What follows belongs to an exercise in optimizing a design on an open flow for small area, a short achievable clock period and few clock cycles; a production flow would make more cautious choices. RTL that was checked went through simulation tests only; none was proved equivalent to the original. No activity file was given, so power comes from the tool's default toggle rates.

## cpu_8bit
module cpu_8bit (
    input wire clk,
    input wire reset,
    input wire [7:0] data_in,
    output wire [7:0] data_out,
    output wire [7:0] address,
    output wire mem_write
);
Size in the first run: roughly 29 flip-flops.
clock: 4.0 ns
lec_check: 0
abc_area: 1
cap_margin: 20
core_margin: 2
core_utilization: 40
setup_slack_margin: 2.3
slew_margin: 20
standard.sh (not shown) runs the stock make flow with config.mk's settings and CLKGATE_MAP_FILE= SYNTH_SCRIPT=/design/flow/synth_recipe.tcl, a recipe that flattens the netlist after the stock synthesis.
==> flow/flow/run.sh <==
#!/bin/bash
# Standard layout, except:
#  - synthesis maps with flow/abc.script and without full/half-adder cells,
#  - the ports get plain buffers,
#  - resizing may change a cell's footprint.
F=$(pwd)/flow
export FLOW_ABC_SCRIPT=$F/abc.script
export BUFFER_PORTS_ARGS="-buffer_cell sky130_fd_sc_hd__buf_2"
bash standard.sh SYNTH_SCRIPT=$F/synth_abc.tcl ADDER_MAP_FILE= MATCH_CELL_FOOTPRINT=0 finish > standard.log 2>&1
==> flow/flow/abc.script <==
strash
dch
map -a
topo
stime -c
buffer -c
upsize -c
dnsize -c
==> flow/flow/synth_abc.tcl <==
# synth_recipe.tcl with one change: abc runs the script in flow/abc.script
# instead of ORFS's abc_area.script. Everything else is the same.
proc synth {args} { yosys synth -nofsm -noshare {*}$args }
proc abc {args} {
  set i [lsearch -exact $args -script]
  if { $i >= 0 } { lset args [expr {$i + 1}] $::env(FLOW_ABC_SCRIPT) }
  yosys abc {*}$args
}
source $::env(SCRIPTS_DIR)/synth.tcl
# left out here: clear keep_hierarchy, flatten, clean up, hide names made inside functions, write 1_2_yosys.v
The baseline completed without violations.
Then changed:
--- a/flow/config.mk
+++ b/flow/config.mk
@@ -11,3 +11,3 @@
 export CORE_UTILIZATION = 40
-export SETUP_SLACK_MARGIN = 2.3
+export SETUP_SLACK_MARGIN = 2.0
 export SLEW_MARGIN = 20
After rerunning: The new run went through all stages and came out clean. Power goes down by 9.8%. Design area shrinks by 19%. Clock power grows by 48%. Maximum frequency fell by 3.0%. Final cell count shrinks by 9.5%. Count of clock-buffer cells in the layout is unchanged. Routed wire length came out lower by 14%. Via count decreases by 9.6%. Die area is unchanged. Flip-flop and latch count does not change. Setup slack got worse by 0.057 ns.
Then changed:
==> flow/flow/abc.script (replaced) <==
strash
dch
map -D 1000
topo
stime -c
buffer -c
upsize -c -D 1000
dnsize -c -D 1000
--- a/flow/config.mk
+++ b/flow/config.mk
@@ -11,3 +11,3 @@
 export CORE_UTILIZATION = 40
-export SETUP_SLACK_MARGIN = 2.0
+export SETUP_SLACK_MARGIN = 2.2
 export SLEW_MARGIN = 20
=>
- die area increases by about 2%
- routed wire length increases by 17%
- worst hold slack gains 0.10 ns
- worst setup slack gains 0.14 ns
- global-route usage increases by 3.3 points
No run of this note included a check of the RTL's function; only the layout flow was run.

* * *

The RTL this note starts from:
==> flow/design.v <==
module control_unit (
    input wire clk,
    input wire reset,
    input wire [7:0] data_in,
    output reg rd,
    output reg wr,
    output reg dsel,
    output reg asel,
    output reg sub,
    output reg [1:0] mop,
    output reg [3:0] mopd
);
    wire [3:0] op = data_in[7:4];
    wire ld = !dsel && (op[3:2] == 2'b00) && (op[1:0] != 2'b00) ||
              !dsel && (op == 4'h4);
    wire st = !dsel && (op == 4'h5);
    always @(posedge clk or posedge reset) begin
        if (reset) begin
            rd   <= 1'b0;
            wr   <= 1'b0;
            dsel <= 1'b0;
            asel <= 1'b0;
        end else begin
            rd   <= ld;
            wr   <= st;
            dsel <= ld || st;
            asel <= !dsel && (op != 4'h0) && (op[3:1] <= 3'b010);
        end
    end
    always @(posedge clk) begin
        sub  <= (op == 4'h2);
        mop  <= data_in[5:4];
        mopd <= data_in[3:0];
    end
endmodule
module datapath (
    input wire clk,
    input wire reset,
    input wire [7:0] data_in,
    input wire rd,
    input wire wr,
    input wire dsel,
    input wire sub,
    input wire [1:0] mop,
    output reg [7:0] pc,
    output reg [7:0] acc
);
    reg        carry;
    wire [7:0] d   = data_in;
    wire [3:0] op  = data_in[7:4];
    wire [3:0] opd = data_in[3:0];
    wire       fetch = !dsel;
    wire       zero = (acc == 8'h00);
    reg        cond;
    always @(*) begin
        case (op[1:0])
            2'b00: cond = 1'b0;      
            2'b01: cond = 1'b1;      
            2'b10: cond = zero;      
            default: cond = carry;   
        endcase
    end
    wire       tk   = fetch && (op[3:2] == 2'b10) && cond;    
    wire [7:0] pc_s = dsel ? pc : pc + 8'h01;                  
    wire [7:0] pc_n = tk ? {4'h0, opd} : pc_s;
    always @(posedge clk or posedge reset) begin
        if (reset)
            pc <= 8'h00;
        else
            pc <= pc_n;
    end
    wire [7:0] ax = acc ^ {8{sub}};
    wire [7:0] g0 = ax & d;
    wire [7:0] p0 = ax | d;
    wire [7:0] g1, p1, g2, p2, g3;
    genvar i;
    generate
        for (i = 0; i < 8; i = i + 1) begin : pf
            if (i >= 1) begin : l1
                assign g1[i] = g0[i] | (p0[i] & g0[i-1]);
                assign p1[i] = p0[i] & p0[i-1];
            end else begin : l1z
                assign g1[i] = g0[i];
                assign p1[i] = p0[i];
            end
            if (i >= 2) begin : l2
                assign g2[i] = g1[i] | (p1[i] & g1[i-2]);
                assign p2[i] = p1[i] & p1[i-2];
            end else begin : l2z
                assign g2[i] = g1[i];
                assign p2[i] = p1[i];
            end
            if (i >= 4) begin : l3
                assign g3[i] = g2[i] | (p2[i] & g2[i-4]);
            end else begin : l3z
                assign g3[i] = g2[i];
            end
        end
    endgenerate
    wire [7:0] c = {g3[6:0], 1'b0};              
    wire [7:0] h = acc ^ d;                      
    wire is_ar = rd && (mop[1] ^ mop[0]);        
    wire is_and = rd && (mop == 2'b11);
    wire is_ld  = rd && (mop == 2'b00);
    wire [7:0] k = {8{is_ld}} | ({8{is_and}} & acc);
    wire is_nl = fetch && (op[3:1] == 3'b011);
    wire is_sr = fetch && (op == 4'h8);
    wire [7:0] nl = op[0] ? {acc[6:0], 1'b0} : ~acc;
    wire [7:0] sr = {1'b0, acc[7:1]};
    wire       c_nl = op[0] ? acc[7] : 1'b1;
    wire [7:0] y   = is_nl ? nl : (is_sr ? sr : ((d & k) | (acc & {8{!rd}})));
    wire       y_c = is_nl ? c_nl : (!is_sr && !rd && carry);
    wire [7:0] r1 = is_ar ? ~h : y;
    wire [7:0] r0 = is_ar ?  h : y;
    wire [7:0] acc_n = (c & r1) | (~c & r0);
    wire       c_n   = is_ar ? g3[7] : y_c;
    always @(posedge clk or posedge reset) begin
        if (reset) begin
            acc   <= 8'h00;
            carry <= 1'b0;
        end else begin
            acc   <= acc_n;
            carry <= c_n;
        end
    end
endmodule
module cpu_8bit (
    input wire clk,
    input wire reset,
    input wire [7:0] data_in,
    output wire [7:0] data_out,
    output wire [7:0] address,
    output wire mem_write
);
    wire       rd;         
    wire       wr;         
    wire       dsel;       
    wire       asel;       
    wire       sub;        
    wire [1:0] mop;        
    wire [3:0] mopd;       
    wire [7:0] pc;
    wire [7:0] acc;
    control_unit ctrl (
        .clk(clk),
        .reset(reset),
        .data_in(data_in),
        .rd(rd),
        .wr(wr),
        .dsel(dsel),
        .asel(asel),
        .sub(sub),
        .mop(mop),
        .mopd(mopd)
    );
    datapath dp (
        .clk(clk),
        .reset(reset),
        .data_in(data_in),
        .rd(rd),
        .wr(wr),
        .dsel(dsel),
        .sub(sub),
        .mop(mop),
        .pc(pc),
        .acc(acc)
    );
    assign address   = asel ? {4'h0, mopd} : pc;
    assign data_out  = acc;
    assign mem_write = wr;
endmodule
export LEC_CHECK = 0
export ABC_AREA = 1
export CAP_MARGIN = 20
export CORE_MARGIN = 2
export CORE_UTILIZATION = 40
export SETUP_SLACK_MARGIN = 2.0
export SLEW_MARGIN = 20
create_clock -name core_clock -period 4.0 [get_ports {clk}]
==> flow/flow/abc.script <==
strash
dch
map -D 1300
topo
stime -c
buffer -c
upsize -c -D 1300
dnsize -c -D 1300
Scripts as last shown in full above: flow/flow/run.sh, flow/flow/synth_abc.tcl
Testbench counts at the start, summed over its fixed seeds: cycles 52,861.
Then changed:
==> flow/flow/abc.script (replaced) <==
strash
dc2
resyn2
dch
map -a -B 0.9
topo
stime -c
buffer -c
upsize -c
dnsize -c
Outcome:
- This time the run did not get past 1_2_yosys
Then changed:
==> flow/flow/abc.script (replaced) <==
strash
dch
map -a
topo
stime -c
buffer -c
upsize -c
dnsize -c
Settings changed: CORE_UTILIZATION 40 to 30.
What happened: Now the flow completed without violations.

* * *

// cpu_8bit: RTL as listed in full above, without the edits since
Settings: LEC_CHECK=0, ABC_AREA=1, CAP_MARGIN=20, CORE_MARGIN=2, CORE_UTILIZATION=40, SETUP_SLACK_MARGIN=2.3, SLEW_MARGIN=20; clock period 4.0 ns.
==> flow/flow/abc.script <==
strash
dch
map -a -B 0.9
topo
stime -c
buffer -c
upsize -c
dnsize -c
Scripts as last shown in full above: flow/flow/run.sh, flow/flow/synth_abc.tcl
The first run finished clean.
Testbench counts at the start, summed over its fixed seeds: cycles 52,861.
Edit:
==> flow/flow/abc.script (replaced) <==
strash
dch
map -a
topo
stime -c
buffer -c
upsize -c
dnsize -c
- PLACE_DENSITY: default -> 0.75
- SETUP_SLACK_MARGIN: 2.3 -> 2.0
What happened: Synthesized cell count shrinks by 3.2%; first-iteration DRC count is lower by 45%; cell area goes down by 23%; routed wire length goes down by 20%; combinational power goes down by 30%; synthesized area is higher by 0.82%; cell count decreases by 12%; clock-buffer cell count does not change; critical path depth rises by 1; power came out lower by 15%; global-route usage drops by 4.2 points.

* * *

RTL: the design.v shown in full above, as it stands there.
export LEC_CHECK = 0
export ABC_AREA = 1
export CAP_MARGIN = 20
export CORE_MARGIN = 2
export CORE_UTILIZATION = 40
export SETUP_SLACK_MARGIN = 2.05
export SLEW_MARGIN = 20
create_clock -name core_clock -period 4.0 [get_ports {clk}]
==> flow/flow/abc.script <==
strash
dch
map -a
topo
stime -c
buffer -c
upsize -c
dnsize -c
Scripts as last shown in full above: flow/flow/run.sh, flow/flow/synth_abc.tcl
The starting point completed with no timing, DRC or antenna violations.
Testbench counts at the start, summed over its fixed seeds: cycles 52,861.
Next try:
==> flow/flow/abc.script (replaced) <==
strash
dc2
dch
map -a -B 0.9
topo
stime -c
buffer -c
upsize -c
dnsize -c
- SETUP_SLACK_MARGIN: 2.05 -> 2.0
- setup slack gets worse by 380 ps
- total power is lower by 6.2%
- sequential power came out lower by 4.7%
- fmax went down by 17%
Next try:
==> flow/flow/abc.script (replaced) <==
strash
dch
map -a
topo
stime -c
buffer -c
upsize -c
dnsize -c
- SETUP_SLACK_MARGIN: 2.0 -> 2.1
Effect: Routed wire length is higher slightly. Via count is higher slightly. Design area is higher slightly. Utilization is lower by 4.1 points. Setup slack is better by 380 ps. Sequential share of layout area is lower by 0.18 points. Final cell count is higher by a few percent. Global-route usage is lower by 1.0 points. Area after synthesis is higher by roughly a tenth.

[what the ideal ports hide]
Ports are ideal in the flow. The routed layouts listed here were re-timed in OpenROAD. Step 1 (the two cells are an assumption about what drives the block):
set clk [get_ports {clk}]
set_driving_cell -lib_cell sky130_fd_sc_hd__clkbuf_16 $clk
set_driving_cell -lib_cell sky130_fd_sc_hd__buf_2 [delete_from_list [all_inputs] $clk]
Step 2 moves the port delays by t, midway between the first and last clock arrival at a register: inputs arrive t later, outputs are due t later. That takes back most of the time a late clock gives input paths. a / b / c = ideal ports / drivers / drivers and shift; a / b = the first two.
| run | t (ns) | setup slack, ns | worst setup path after step 2 | worst slew at a driven data input, ns | cell pins on the clock port's net |
|---|---|---|---|---|---|
| the first run of note 1 | 0.316 | 2.117 / 2.117 / 1.839 | input to register | 0.12 | 1 |
| the second run of note 1 | 0.309 | 2.060 / 2.064 / 1.755 | input to register | 0.04 | 1 |
| the third run of note 1 | 0.316 | 2.204 / 2.146 / 1.831 | input to register | 0.14 | 1 |
| the first run of note 2 | 0.298 | 2.037 / 2.037 / 1.768 | input to register | 0.04 | 1 |
| the third run of note 2 | 0.304 | 2.092 / 2.064 / 1.868 | input to register | 0.03 | 1 |
| the first run of note 3 | 0.314 | 2.086 / 2.060 / 1.902 | input to register | 0.06 | 1 |
| the second run of note 3 | 0.296 | 2.084 / 2.060 / 1.860 | input to register | 0.03 | 1 |
| the first run of note 4 | 0.313 | 2.101 / 2.071 / 1.860 | input to register | 0.03 | 1 |
| the second run of note 4 | 0.298 | 1.718 / 1.690 / 1.392 | input to register | 0.05 | 1 |
| the third run of note 4 | 0.314 | 2.099 / 2.069 / 1.872 | input to register | 0.03 | 1 |
After both steps setup and hold are still met in every run listed. The setup slack of the third run of note 1, which loses most, moves by -0.058 ns with the drivers and by -0.373 ns with both steps.
